From an optimization exercise on the open Yosys and OpenROAD flow, aimed at small area, a short achievable clock period and few clock cycles; shortcuts taken in it are not production practice. Power figures rest on the tool's default switching activity, not on a simulated workload.

Design stupid_NN_layer1, start of the top module:
module stupid_NN_layer1(
input clk,
input reset_n,
input waitrequest,
input ready,
input readdatavalid,
input [15:0] readdata,
output chipselect,
output [1:0] byteenable,
output reg done,
output reg read_n,
output reg write_n,
output reg [15:0] writedata,
output [31:0] address
);
localparam [16:0] WB  = 17'h0E249;      
localparam [7:0]  PBH = 8'h52;          
localparam [7:0]  PLH = 8'h83;          
localparam [9:0]  NB  = 10'h151;        
localparam [9:0]  NE  = 10'h151 + 10'd199;
assign chipselect = 1'b1;
assign byteenable = 2'b11;
reg st_boot, st_idle, st_p, st_w, st_wr, st_done;
reg rq, wq, dr;
reg [16:0] wa;         
reg [7:0]  ph;         
reg [9:0]  na;         
reg        ret;        
reg [2:0]  out;        
reg [3:0]  msk;        
reg [4:0]  p0, p1;     
reg [5:0]  term;
reg [13:0] acc;
reg [23:1] ad;         
wire acc_r = rq & ~waitrequest;
wire acc_w = wq & ~waitrequest;
wire rdv   = readdatavalid;
wire timer_end = wa[16] & wa[15] & wa[10] & wa[9] & wa[7] & wa[5];  
wire start = st_idle & ready;
wire node_end = (ph == PLH) & (wa[1:0] == 2'd0);
wire last_node = (na == NE);
  ...
For scale: ~590 cells after synthesis, roughly 100 flip-flops, about 75 I/O pins, about 5400 sq um of cells after synthesis.
Settings: LEC_CHECK=0, ABC_CLOCK_PERIOD_IN_PS=2000, CAP_MARGIN=20, CORE_MARGIN=2, CORE_UTILIZATION=40, SETUP_SLACK_MARGIN=3.0, SLEW_MARGIN=20; clock period 5.0 ns.
run.sh (not shown) runs the stock make flow with config.mk's settings and CLKGATE_MAP_FILE= SYNTH_SCRIPT=/design/flow/synth_recipe.tcl, a recipe that flattens the netlist after the stock synthesis.
Then changed:
==> flow/flow/run.sh (new file) <==
#!/bin/bash
set -e
export BUFFER_PORTS_ARGS="-buffer_cell sky130_fd_sc_hd__buf_2"
bash standard.sh > standard.log 2>&1
==> flow/standard.sh (new file) <==
#!/bin/bash
# synth_recipe.tcl (not shown) runs the flow's synth.tcl, then flattens the netlist and writes it again
# the make line also repeats each setting of config.mk as NAME=value (left out here)
make -C /OpenROAD-flow-scripts/flow DESIGN_CONFIG=/design/flow/config.mk WORK_HOME=/design/flow/orfs CLKGATE_MAP_FILE= SYNTH_SCRIPT=/design/flow/synth_recipe.tcl "${@:-finish}"
--- a/flow/config.mk
+++ b/flow/config.mk
@@ -11,0 +12,3 @@
+export CTS_BUF_LIST = sky130_fd_sc_hd__clkbuf_4 sky130_fd_sc_hd__clkbuf_8
+export CTS_CLUSTER_DIAMETER = 100
+export CTS_CLUSTER_SIZE = 30
removed: flow/run.sh
=> Core utilization is lower by 3.2 points. Routed wire length is lower by 2.5%. Cell area is lower by 6.2%. Global-route usage is lower by 0.35 points. Sequential share of layout area is higher by 2.0 points. Worst setup slack gets better by 41 ps. Clock-buffer cell count is lower by 1. Clock power is lower by 25%. First-iteration DRC count is lower by 15%.
No run of this note included a check of the RTL's function; only the layout flow was run.

---

The RTL this note starts from:
==> flow/design.v <==
module stupid_NN_layer1(
input clk,
input reset_n,
input waitrequest,
input ready,
input readdatavalid,
input [15:0] readdata,
output chipselect,
output [1:0] byteenable,
output reg done,
output reg read_n,
output reg write_n,
output reg [15:0] writedata,
output reg [31:0] address
);
localparam [16:0] WB  = 17'h0E249;      
localparam [7:0]  PBH = 8'h52;          
localparam [7:0]  PLH = 8'h83;          
localparam [9:0]  NB  = 10'h151;        
localparam [9:0]  NE  = 10'h151 + 10'd199;
assign chipselect = 1'b1;
assign byteenable = 2'b11;
reg st_boot, st_idle, st_p, st_w, st_wr, st_done;
reg rq, wq, dr;
reg [16:0] wa;         
reg [7:0]  ph;         
reg [9:0]  na;         
reg        ret;        
reg [2:0]  out;        
reg [3:0]  msk;        
reg [15:0] ml;         
reg signed [5:0]  term;
reg signed [13:0] acc;
wire acc_r = rq & ~waitrequest;
wire acc_w = wq & ~waitrequest;
wire rdv   = readdatavalid;
wire timer_end = wa[16] & wa[15] & wa[10] & wa[9] & wa[7] & wa[5];  
wire start = st_idle & ready;
wire node_end = (ph == PLH) & (wa[1:0] == 2'd0);
wire last_node = (na == NE);
wire n_p = start | (st_p & ~acc_r) | (st_w & acc_r & ~node_end) | (st_wr & acc_w & ~last_node);
wire n_w = (st_w & ~acc_r) | (st_p & acc_r);
wire n_wr = (st_wr & ~acc_w) | (st_w & acc_r & node_end);
wire n_done = (st_done & ready) | (st_wr & acc_w & last_node);
wire n_idle = (st_idle & ~ready) | (st_done & ~ready) | (st_boot & timer_end);
always @(posedge clk) begin
  if (!reset_n) begin
    st_boot <= 1'b1; st_idle <= 1'b0; st_p <= 1'b0; st_w <= 1'b0;
    st_wr <= 1'b0; st_done <= 1'b0; rq <= 1'b0; wq <= 1'b0; dr <= 1'b0;
  end else begin
    st_boot <= st_boot & ~timer_end;
    st_idle <= n_idle;
    st_p <= n_p; st_w <= n_w; st_wr <= n_wr; st_done <= n_done;
    rq <= (n_p | n_w) & ~(out[2] & out[1]);
    dr <= st_wr & ~acc_w & (out == 3'd0);
    wq <= st_wr & ~acc_w & dr;
  end
end
always @(posedge clk) begin
  if (!reset_n) wa <= 17'd0;
  else if (st_idle) wa <= WB;
  else if (st_boot | (st_w & acc_r)) wa <= wa + 17'd1;
  if (st_idle | (st_w & acc_r & node_end)) ph <= PBH;
  else if (st_w & acc_r & (wa[1:0] == 2'd3)) ph <= ph + 8'd1;
  if (st_idle) na <= NB;
  else if (acc_w) na <= na + 10'd1;
  if (st_idle) ret <= 1'b0;
  else if (rdv) ret <= ~ret;
  if (st_boot | st_idle) out <= 3'd0;
  else out <= out + {2'b0, acc_r} - {2'b0, rdv};
end
always @(posedge clk) if (rdv & ~ret)
  msk <= {|readdata[15:12], |readdata[11:8], |readdata[7:4], |readdata[3:0]};
wire wv = rdv & ret;
always @(posedge clk) begin
  ml <= readdata & {{4{wv & msk[3]}}, {4{wv & msk[2]}}, {4{wv & msk[1]}}, {4{wv & msk[0]}}};
  term <= ($signed(ml[3:0]) + $signed(ml[7:4])) + ($signed(ml[11:8]) + $signed(ml[15:12]));
  if (start | acc_w) acc <= 14'sd0;
  else acc <= acc + term;
end
always @(*) begin
  done = st_done;
  read_n = ~rq;
  write_n = ~wq;
  writedata = {{2{acc[13]}}, acc};
  address = 32'd0;
  if (st_w)      address[23:1] = {6'h3C, wa};
  else if (st_p) address[23:1] = {13'h0050, ph, wa[1:0]};
  else           address[23:1] = {13'h0026, na};
end
endmodule
clock: 5.0 ns
lec_check: 0
abc_clock_period_in_ps: 2000
cap_margin: 20
core_margin: 2
core_utilization: 40
setup_slack_margin: 3.0
slew_margin: 20
Stock flow here: none of the scripts above is used.
Change:
--- a/flow/config.mk
+++ b/flow/config.mk
@@ -10,4 +10,3 @@
 export CORE_MARGIN = 2
-export CORE_UTILIZATION = 40
-export SETUP_SLACK_MARGIN = 3.0
+export CORE_UTILIZATION = 60
 export SLEW_MARGIN = 20
After rerunning: The new run ran to the end with no violations; critical path depth fell by 1; power decreases by about 6%; hold slack improves by 5.8 ps.
Change:
--- a/flow/config.mk
+++ b/flow/config.mk
@@ -7,6 +7,5 @@
 export LEC_CHECK = 0
-export ABC_CLOCK_PERIOD_IN_PS = 2000
 export CAP_MARGIN = 20
 export CORE_MARGIN = 2
-export CORE_UTILIZATION = 60
+export CORE_UTILIZATION = 40
 export SLEW_MARGIN = 20
Design area increases by about 3.5%.
Cell count is higher by 6.2%.
Clock-buffer cell count is unchanged.
First-iteration DRC count came out lower by about 13%.
Global-route usage is lower by 7.6 points.
Sequential power barely changes.
Clock power rises by about 50%.
Via count climbs by 0.80%.
Critical path depth stays the same.
No functional check of the RTL was part of any run of this note.

-- static timing again, ports no longer ideal --
How much do the figures lean on ideal ports? The routed layouts below were timed once more, with nothing changed but the port constraints.
Step 1 assumes that a clkbuf_16 drives the clock port and a buf_2 every other input.
Step 2 times the ports against the registers' clock, not the clock port: input delays grow and output delays shrink by t, the midpoint of the rising clock arrivals with the driver on.
Slacks: ideal ports / drivers / drivers and shift; pairs: ideal ports / drivers.
| run | shift t [ns] | slack for setup (ns) | worst data-port slew with drivers (ns) | pins driven straight from the clock port |
|---|---|---|---|---|
| the first run of note 1 | 0.385 | 2.849 / 2.832 / 2.447 | 0.07 | 1 |
| the second run of note 1 | 0.418 | 2.890 / 2.868 / 2.450 | 0.06 | 1 |
| the first run of note 2 | 0.368 | 2.555 / 2.520 / 2.397 | 0.07 | 1 |
| the second run of note 2 | 0.387 | 1.827 / 1.792 / 1.948 | 0.04 | 1 |
| the third run of note 2 | 0.373 | 1.768 / 1.729 / 1.941 | 0.06 | 1 |
After both steps every run listed still meets setup and hold. The setup slack of the second run of note 1, which loses most, moves by -0.022 ns with the drivers and by -0.440 ns with both steps.
